Source: an optimization exercise on an open RTL-to-GDS flow (aim: small area). Production flows keep margins and buffers that such runs may drop. At most, simulation tests tie the RTL to the original design; equivalence was not proved.

==> v20: inputs <==
## apb_spi_master
module apb_spi_master (
    input  wire        pclk_i,
    input  wire        rst_n_i,
    input  wire        psel_i,
    input  wire        penable_i,
    input  wire [ 3:0] paddr_i,
    input  wire        pwrite_i,
    input  wire [31:0] pwdata_i,
    output reg  [31:0] prdata_o,
    output wire        pready_o,
    output reg         spi_clk_o,
    output reg         spi_sdo_o,
    output wire        spi_cs_n_o,
    input  wire        spi_sdi_i
);
    localparam [2:0] S_IDLE = 3'd0, S_CMD = 3'd1, S_ADDR = 3'd2, S_DUMMY = 3'd3,
                     S_TX = 3'd4, S_RX = 3'd5, S_EOT = 3'd6;
    reg  [ 2:0] state;
    reg  [31:0] reg_cmd;
    reg  [31:0] reg_addr;
    reg  [31:0] reg_len;
    reg  [31:0] reg_wdata;
    reg  [31:0] reg_rdata;
    reg  [15:0] ctrl_div;    
    reg  [13:0] ctrl_mid;    
    reg         ctrl_rx;     
    reg         ctrl_tx;     
    reg         req_rd;      
    reg         req_wr;      
    reg         cmd_b;       
    reg  [ 3:0] req_addr;
    reg  [ 7:0] req_len;
    reg  [15:0] req_wdata;
    reg         tx_busy;
    reg  [15:0] tx_cnt;
    reg         rx_busy;
    reg  [ 7:0] rx_len;
    reg  [15:0] rx_cnt;
    reg  [31:0] rx_data;
    reg         rx_wait;
    reg  [15:0] clk_cnt;
    reg         clk_q;
    wire        st_idle  = state == S_IDLE;
    wire        st_cmd   = state == S_CMD;
    wire        st_addr  = state == S_ADDR;
  ...
Settings: LEC_CHECK=0, CAP_MARGIN=20, CORE_MARGIN=2, CORE_UTILIZATION=40, SLEW_MARGIN=20; clock period 5.0 ns.
run.sh (not shown) runs the stock make flow with config.mk's settings and CLKGATE_MAP_FILE= SYNTH_SCRIPT=/design/flow/synth_recipe.tcl, a recipe that flattens the netlist after the stock synthesis.
==> inputs of v3, as changes to v20 <==
--- a/flow/design.v
+++ b/flow/design.v
@@ -8,16 +8,20 @@
     input  wire [31:0] pwdata_i,
     output reg  [31:0] prdata_o,
     output wire        pready_o,
     output reg         spi_clk_o,
     output reg         spi_sdo_o,
     output wire        spi_cs_n_o,
     input  wire        spi_sdi_i
 );
+    always @(posedge pclk_i) begin
+        if (fall) rx_wait <= 1'b0;
+        else if (rx_done) rx_wait <= 1'b1;
+    end
     localparam [2:0] S_IDLE = 3'd0, S_CMD = 3'd1, S_ADDR = 3'd2, S_DUMMY = 3'd3,
                      S_TX = 3'd4, S_RX = 3'd5, S_EOT = 3'd6;
     reg  [ 2:0] state;
     reg  [31:0] reg_cmd;
     reg  [31:0] reg_addr;
     reg  [31:0] reg_len;
     reg  [31:0] reg_wdata;
     reg  [31:0] reg_rdata;
@@ -46,119 +50,134 @@
     wire        st_dummy = state == S_DUMMY;
     wire        st_tx    = state == S_TX;
     wire        st_rx    = state == S_RX;
     wire        st_eot   = state == S_EOT;
     wire        active   = !(st_idle || st_eot);
     wire        tx_phase = st_cmd || st_addr || st_tx;
     assign pready_o   = 1'b1;
     assign spi_cs_n_o = !active;
-    wire [15:0] clk_cnt_next = clk_cnt + 16'd1;
+    function [15:0] inc16;
+        input [15:0] x;
+        integer i;
+        reg c;
+        begin
+            c = 1'b1;
+            for (i = 0; i < 16; i = i + 1) begin
+                inc16[i] = x[i] ^ c;
+                c = c & x[i];
+            end
+        end
+    endfunction
+    wire [15:0] clk_cnt_next = inc16(clk_cnt);
     wire        clk_full     = clk_cnt_next == ctrl_div;
     wire        rise         = clk_q & ~spi_clk_o;
     wire        fall         = ~clk_q & spi_clk_o;
-    always @(posedge pclk_i or negedge rst_n_i) begin
-        if (!rst_n_i) begin
-            clk_cnt   <= 16'd0;
+    always @(posedge pclk_i) begin
+        clk_cnt <= (clk_full || !active) ? 16'd0 : clk_cnt_next;
+    end
+    always @(posedge pclk_i or negedge rst_n_i) begin
+        if (!rst_n_i) begin
             clk_q     <= 1'b0;
             spi_clk_o <= 1'b0;
         end else begin
-            clk_cnt   <= (clk_full || !active) ? 16'd0 : clk_cnt_next;
             clk_q     <= active && (clk_q ^ clk_full);
             spi_clk_o <= clk_q;
         end
     end
-    wire [15:0] tx_cnt_next = tx_cnt + 16'd1;
+    wire [15:0] tx_cnt_next = inc16(tx_cnt);
     wire [15:0] tx_len      = st_tx ? {8'd0, req_len} : 16'd4;
     wire        tx_done     = fall && (tx_cnt_next == tx_len);
     wire        tx_start    = tx_phase && !tx_busy;
     wire        tx_word     = tx_cnt[4:0] == 5'b11111;
     wire        tx_shift    = fall && tx_busy && (!tx_done || tx_word);
     wire        dummy_two   = tx_cnt[2] && tx_cnt[0];   
     wire        dummy_step  = st_dummy && fall && !dummy_two;
     wire [ 4:0] bit_idx     = tx_start ? 5'd0 : tx_cnt_next[4:0];
     reg         bit_val;
     always @(*) begin
         case (state)
             S_CMD:   bit_val = !bit_idx[0] || (bit_idx[1] && cmd_b);
             S_ADDR:  bit_val = req_addr[~bit_idx[1:0]];
             default: bit_val = !bit_idx[4] && req_wdata[~bit_idx[3:0]];
         endcase
     end
+    always @(posedge pclk_i) begin
+        if (tx_start) tx_cnt <= 16'd0;
+        else if ((tx_busy && fall && !tx_done) || dummy_step) tx_cnt <= tx_cnt_next;
+    end
     always @(posedge pclk_i or negedge rst_n_i) begin
         if (!rst_n_i) begin
             tx_busy   <= 1'b0;
-            tx_cnt    <= 16'd0;
             spi_sdo_o <= 1'b0;
         end else begin
             tx_busy <= tx_start || (tx_busy && !tx_done);
-            if (tx_start) tx_cnt <= 16'd0;
-            else if ((tx_busy && fall && !tx_done) || dummy_step) tx_cnt <= tx_cnt_next;
             if (tx_start || tx_shift) spi_sdo_o <= bit_val;
         end
     end
-    wire [15:0] rx_cnt_next = rx_cnt + 16'd1;
+    wire [15:0] rx_cnt_next = inc16(rx_cnt);
     wire        rx_done     = rise && (rx_cnt_next == {8'd0, rx_len});
     wire        rx_word     = rise && (rx_cnt == 16'd31);
     wire        rx_start    = !rx_busy && st_rx && ctrl_rx;
     wire        rx_stop     = (rx_busy && rx_word && !ctrl_rx) || rx_done;
     always @(posedge pclk_i or negedge rst_n_i) begin
         if (!rst_n_i) begin
             rx_busy   <= 1'b0;
             rx_len    <= 8'd0;
             rx_cnt    <= 16'd0;
             rx_data   <= 32'd0;
-            rx_wait   <= 1'b0;
             reg_rdata <= 32'd0;
         end else begin
             if (rx_start) rx_busy <= 1'b1;
             else if (rx_stop) rx_busy <= 1'b0;
             if (st_rx) rx_len <= req_len;
             if (rx_start) rx_cnt <= 16'd0;
             else if (rx_busy && rise) rx_cnt <= rx_cnt_next;
             if (rx_busy && rise) rx_data <= {rx_data[30:0], spi_sdi_i};
-            if (fall) rx_wait <= 1'b0;
-            else if (rx_done) rx_wait <= 1'b1;
             if (!rx_busy) reg_rdata <= rx_data;
         end
+    end
+    always @(posedge pclk_i) begin
+        if (fall) rx_wait <= 1'b0;
+        else if (rx_done) rx_wait <= 1'b1;
     end
     wire go_cmd = st_idle && ctrl_tx && (req_rd || req_wr);
     always @(posedge pclk_i or negedge rst_n_i) begin
         if (!rst_n_i) begin
             state     <= S_IDLE;
             req_rd    <= 1'b0;
             req_wr    <= 1'b0;
-            cmd_b     <= 1'b0;
-            req_addr  <= 4'd0;
-            req_len   <= 8'd0;
-            req_wdata <= 16'd0;
         end else begin
             case (state)
                 S_IDLE:  if (go_cmd) state <= S_CMD;
                 S_CMD:   if (tx_done) state <= S_ADDR;
                 S_ADDR:  if (tx_done) state <= S_DUMMY;
                 S_DUMMY: if (dummy_two) begin
                     if (req_rd) state <= S_RX;
                     else if (req_wr) state <= S_TX;
                 end
                 S_TX:    if (tx_done) state <= S_EOT;
                 S_RX:    if (rx_wait && fall) state <= S_EOT;
                 default: state <= S_IDLE;
             endcase
-            if (st_idle) cmd_b <= req_wr;
             if (st_eot) begin
                 req_rd <= 1'b0;
                 req_wr <= 1'b0;
             end else if (st_idle && ctrl_tx) begin
                 req_rd    <= reg_cmd[3:0] == 4'hA;
                 req_wr    <= reg_cmd[3:0] == 4'hB;
-                req_addr  <= reg_addr[3:0];
-                req_len   <= reg_len[7:0];
-                req_wdata <= reg_wdata[15:0];
             end
+        end
+    end
+    always @(posedge pclk_i) begin
+        if (st_idle) cmd_b <= req_wr;
+        if (st_idle && ctrl_tx) begin
+            req_addr  <= reg_addr[3:0];
+            req_len   <= reg_len[7:0];
+            req_wdata <= reg_wdata[15:0];
         end
     end
     wire wr_en   = psel_i && penable_i && pwrite_i;
     wire wr_low  = wr_en && (paddr_i[3:2] == 2'b00);
     wire wr_ctrl = wr_en && (paddr_i == 4'd5);
     always @(posedge pclk_i or negedge rst_n_i) begin
         if (!rst_n_i) begin
             reg_cmd   <= 32'd0;
==> flow/config.mk (replaced) <==
export PLATFORM = sky130hd
export DESIGN_NAME = apb_spi_master
export DESIGN_NICKNAME = apb_spi_master
export VERILOG_FILES = /design/flow/design.v
export SDC_FILE = /design/flow/constraint.sdc
export NUM_CORES = 4
export LEC_CHECK = 0
export CAP_MARGIN = 20
export CORE_MARGIN = 2
export CORE_UTILIZATION = 40
export CTS_BUF_LIST = sky130_fd_sc_hd__clkbuf_2 sky130_fd_sc_hd__clkbuf_4 sky130_fd_sc_hd__clkbuf_8
export CTS_CLUSTER_DIAMETER = 60
export CTS_CLUSTER_SIZE = 20
export SLEW_MARGIN = 20
==> inputs of v30, as changes to v20 <==
--- a/flow/design.v
+++ b/flow/design.v
@@ -8,16 +8,20 @@
     input  wire [31:0] pwdata_i,
     output reg  [31:0] prdata_o,
     output wire        pready_o,
     output reg         spi_clk_o,
     output reg         spi_sdo_o,
     output wire        spi_cs_n_o,
     input  wire        spi_sdi_i
 );
+    always @(posedge pclk_i) begin
+        if (fall) rx_wait <= 1'b0;
+        else if (rx_done) rx_wait <= 1'b1;
+    end
     localparam [2:0] S_IDLE = 3'd0, S_CMD = 3'd1, S_ADDR = 3'd2, S_DUMMY = 3'd3,
                      S_TX = 3'd4, S_RX = 3'd5, S_EOT = 3'd6;
     reg  [ 2:0] state;
     reg  [31:0] reg_cmd;
     reg  [31:0] reg_addr;
     reg  [31:0] reg_len;
     reg  [31:0] reg_wdata;
     reg  [31:0] reg_rdata;
@@ -46,119 +50,134 @@
     wire        st_dummy = state == S_DUMMY;
     wire        st_tx    = state == S_TX;
     wire        st_rx    = state == S_RX;
     wire        st_eot   = state == S_EOT;
     wire        active   = !(st_idle || st_eot);
     wire        tx_phase = st_cmd || st_addr || st_tx;
     assign pready_o   = 1'b1;
     assign spi_cs_n_o = !active;
-    wire [15:0] clk_cnt_next = clk_cnt + 16'd1;
+    function [15:0] inc16;
+        input [15:0] x;
+        integer i;
+        reg c;
+        begin
+            c = 1'b1;
+            for (i = 0; i < 16; i = i + 1) begin
+                inc16[i] = x[i] ^ c;
+                c = c & x[i];
+            end
+        end
+    endfunction
+    wire [15:0] clk_cnt_next = inc16(clk_cnt);
     wire        clk_full     = clk_cnt_next == ctrl_div;
     wire        rise         = clk_q & ~spi_clk_o;
     wire        fall         = ~clk_q & spi_clk_o;
-    always @(posedge pclk_i or negedge rst_n_i) begin
-        if (!rst_n_i) begin
-            clk_cnt   <= 16'd0;
+    always @(posedge pclk_i) begin
+        clk_cnt <= (clk_full || !active) ? 16'd0 : clk_cnt_next;
+    end
+    always @(posedge pclk_i or negedge rst_n_i) begin
+        if (!rst_n_i) begin
             clk_q     <= 1'b0;
             spi_clk_o <= 1'b0;
         end else begin
-            clk_cnt   <= (clk_full || !active) ? 16'd0 : clk_cnt_next;
             clk_q     <= active && (clk_q ^ clk_full);
             spi_clk_o <= clk_q;
         end
     end
-    wire [15:0] tx_cnt_next = tx_cnt + 16'd1;
+    wire [15:0] tx_cnt_next = inc16(tx_cnt);
     wire [15:0] tx_len      = st_tx ? {8'd0, req_len} : 16'd4;
     wire        tx_done     = fall && (tx_cnt_next == tx_len);
     wire        tx_start    = tx_phase && !tx_busy;
     wire        tx_word     = tx_cnt[4:0] == 5'b11111;
     wire        tx_shift    = fall && tx_busy && (!tx_done || tx_word);
     wire        dummy_two   = tx_cnt[2] && tx_cnt[0];   
     wire        dummy_step  = st_dummy && fall && !dummy_two;
     wire [ 4:0] bit_idx     = tx_start ? 5'd0 : tx_cnt_next[4:0];
     reg         bit_val;
     always @(*) begin
         case (state)
             S_CMD:   bit_val = !bit_idx[0] || (bit_idx[1] && cmd_b);
             S_ADDR:  bit_val = req_addr[~bit_idx[1:0]];
             default: bit_val = !bit_idx[4] && req_wdata[~bit_idx[3:0]];
         endcase
     end
+    always @(posedge pclk_i) begin
+        if (tx_start) tx_cnt <= 16'd0;
+        else if ((tx_busy && fall && !tx_done) || dummy_step) tx_cnt <= tx_cnt_next;
+    end
     always @(posedge pclk_i or negedge rst_n_i) begin
         if (!rst_n_i) begin
             tx_busy   <= 1'b0;
-            tx_cnt    <= 16'd0;
             spi_sdo_o <= 1'b0;
         end else begin
             tx_busy <= tx_start || (tx_busy && !tx_done);
-            if (tx_start) tx_cnt <= 16'd0;
-            else if ((tx_busy && fall && !tx_done) || dummy_step) tx_cnt <= tx_cnt_next;
             if (tx_start || tx_shift) spi_sdo_o <= bit_val;
         end
     end
-    wire [15:0] rx_cnt_next = rx_cnt + 16'd1;
+    wire [15:0] rx_cnt_next = inc16(rx_cnt);
     wire        rx_done     = rise && (rx_cnt_next == {8'd0, rx_len});
     wire        rx_word     = rise && (rx_cnt == 16'd31);
     wire        rx_start    = !rx_busy && st_rx && ctrl_rx;
     wire        rx_stop     = (rx_busy && rx_word && !ctrl_rx) || rx_done;
     always @(posedge pclk_i or negedge rst_n_i) begin
         if (!rst_n_i) begin
             rx_busy   <= 1'b0;
             rx_len    <= 8'd0;
             rx_cnt    <= 16'd0;
             rx_data   <= 32'd0;
-            rx_wait   <= 1'b0;
             reg_rdata <= 32'd0;
         end else begin
             if (rx_start) rx_busy <= 1'b1;
             else if (rx_stop) rx_busy <= 1'b0;
             if (st_rx) rx_len <= req_len;
             if (rx_start) rx_cnt <= 16'd0;
             else if (rx_busy && rise) rx_cnt <= rx_cnt_next;
             if (rx_busy && rise) rx_data <= {rx_data[30:0], spi_sdi_i};
-            if (fall) rx_wait <= 1'b0;
-            else if (rx_done) rx_wait <= 1'b1;
             if (!rx_busy) reg_rdata <= rx_data;
         end
+    end
+    always @(posedge pclk_i) begin
+        if (fall) rx_wait <= 1'b0;
+        else if (rx_done) rx_wait <= 1'b1;
     end
     wire go_cmd = st_idle && ctrl_tx && (req_rd || req_wr);
     always @(posedge pclk_i or negedge rst_n_i) begin
         if (!rst_n_i) begin
             state     <= S_IDLE;
             req_rd    <= 1'b0;
             req_wr    <= 1'b0;
-            cmd_b     <= 1'b0;
-            req_addr  <= 4'd0;
-            req_len   <= 8'd0;
-            req_wdata <= 16'd0;
         end else begin
             case (state)
                 S_IDLE:  if (go_cmd) state <= S_CMD;
                 S_CMD:   if (tx_done) state <= S_ADDR;
                 S_ADDR:  if (tx_done) state <= S_DUMMY;
                 S_DUMMY: if (dummy_two) begin
                     if (req_rd) state <= S_RX;
                     else if (req_wr) state <= S_TX;
                 end
                 S_TX:    if (tx_done) state <= S_EOT;
                 S_RX:    if (rx_wait && fall) state <= S_EOT;
                 default: state <= S_IDLE;
             endcase
-            if (st_idle) cmd_b <= req_wr;
             if (st_eot) begin
                 req_rd <= 1'b0;
                 req_wr <= 1'b0;
             end else if (st_idle && ctrl_tx) begin
                 req_rd    <= reg_cmd[3:0] == 4'hA;
                 req_wr    <= reg_cmd[3:0] == 4'hB;
-                req_addr  <= reg_addr[3:0];
-                req_len   <= reg_len[7:0];
-                req_wdata <= reg_wdata[15:0];
             end
+        end
+    end
+    always @(posedge pclk_i) begin
+        if (st_idle) cmd_b <= req_wr;
+        if (st_idle && ctrl_tx) begin
+            req_addr  <= reg_addr[3:0];
+            req_len   <= reg_len[7:0];
+            req_wdata <= reg_wdata[15:0];
         end
     end
     wire wr_en   = psel_i && penable_i && pwrite_i;
     wire wr_low  = wr_en && (paddr_i[3:2] == 2'b00);
     wire wr_ctrl = wr_en && (paddr_i == 4'd5);
     always @(posedge pclk_i or negedge rst_n_i) begin
         if (!rst_n_i) begin
             reg_cmd   <= 32'd0;
==> flow/flow/run.sh (new file) <==
#!/bin/bash
# Standard layout, with the port buffers made of the smallest buffer cell
# (the default picks a much larger delay cell).
set -euo pipefail
export BUFFER_PORTS_ARGS="-buffer_cell sky130_fd_sc_hd__buf_1"
bash standard.sh > standard_flow.log 2>&1
==> flow/standard.sh (new file) <==
#!/bin/bash
# synth_recipe.tcl (not shown) runs the flow's synth.tcl, then flattens the netlist and writes it again
# the make line also repeats each setting of config.mk as NAME=value (left out here)
make -C /OpenROAD-flow-scripts/flow DESIGN_CONFIG=/design/flow/config.mk WORK_HOME=/design/flow/orfs CLKGATE_MAP_FILE= SYNTH_SCRIPT=/design/flow/synth_recipe.tcl "${@:-finish}"
==> flow/config.mk (replaced) <==
export PLATFORM = sky130hd
export DESIGN_NAME = apb_spi_master
export DESIGN_NICKNAME = apb_spi_master
export VERILOG_FILES = /design/flow/design.v
export SDC_FILE = /design/flow/constraint.sdc
export NUM_CORES = 4
export LEC_CHECK = 0
export CAP_MARGIN = 20
export CORE_MARGIN = 2
export CORE_UTILIZATION = 40
export CTS_BUF_LIST = sky130_fd_sc_hd__clkbuf_2 sky130_fd_sc_hd__clkbuf_4 sky130_fd_sc_hd__clkbuf_8
export CTS_CLUSTER_DIAMETER = 60
export CTS_CLUSTER_SIZE = 20
export SLEW_MARGIN = 20
removed: flow/run.sh
==> key figures <==
Layout
  – Sequential share of cell area: 0.463

Drt
  – Vias post-DR: roughly 12k

Clock network
  – CTS Buf Count: 38

Setup path
  – FF-to-FF End: state[0]$_DFFE_PN0P_

Status
  – Outcome: no timing/DRC/antenna violations

Synthesis
  – Cell count after synthesis: 1513
That was v20.
==> key figures <==
Layout
  – Nets: 1403
  – Sequential share of cell area: 0.507

Global route
  – Largest net degree at the start of global routing: approximately 120

Timing
  – Final Max Tran Viols: 0

Setup path
  – FF-to-FF End: spi_sdo_o$_DFFE_PN0P_
  – Worst reg2reg setup slack: about 370 ps

Drt
  – Vias post-DR: between 10k and 15k

Synthesis
  – Synth Warn #: 2
  – Cell count after synthesis: between 1k and 1.5k

Status
  – Outcome: no timing/DRC/antenna violations
That was v3.
==> key figures <==
Synthesis
  – Cell count after synthesis: ~1.3k
  – Largest family of logic cells by synthesized area: multiplexers

Status
  – Outcome: no timing/DRC/antenna violations

Drt
  – Vias post-DR: roughly 10k

Layout
  – Sequential cell area: approximately 8800 sq um
  – Sequential share of cell area: 0.523
That was v30.
Only the layout flow was run in v3 and v30; the RTL was not checked for function there.

afterwards: timing with drivers on the ports:
Ports are ideal in the flow. The routed layouts listed here were re-timed in OpenROAD.
Step 1 sets driving cells, clkbuf_16 on the clock port and buf_2 on the other inputs (assumed; they add their load-dependent delay and slew).
Step 2 also shifts input and output timing later by t, the mid clock arrival at the registers, as if the neighbouring blocks saw the same clock.
Three values: ideal ports, drivers, drivers and shift; two values: the first two.
| run | t (ns) | setup slack, ns | worst setup path after step 2 | latest minus earliest clock arrival (ns) | worst data-port slew with drivers (ns) |
|---|---|---|---|---|---|
| v20 | 0.594 | 1.293 / 1.293 / 1.293 | register to register | 0.019 / 0.018 | 0.09 |
| v3 | 0.680 | 0.370 / 0.370 / 0.370 | register to register | 0.044 / 0.044 | 0.11 |
| v30 | 0.660 | 0.422 / 0.422 / 0.422 | register to register | 0.065 / 0.066 | 0.11 |
After both steps setup and hold are still met in every run listed.
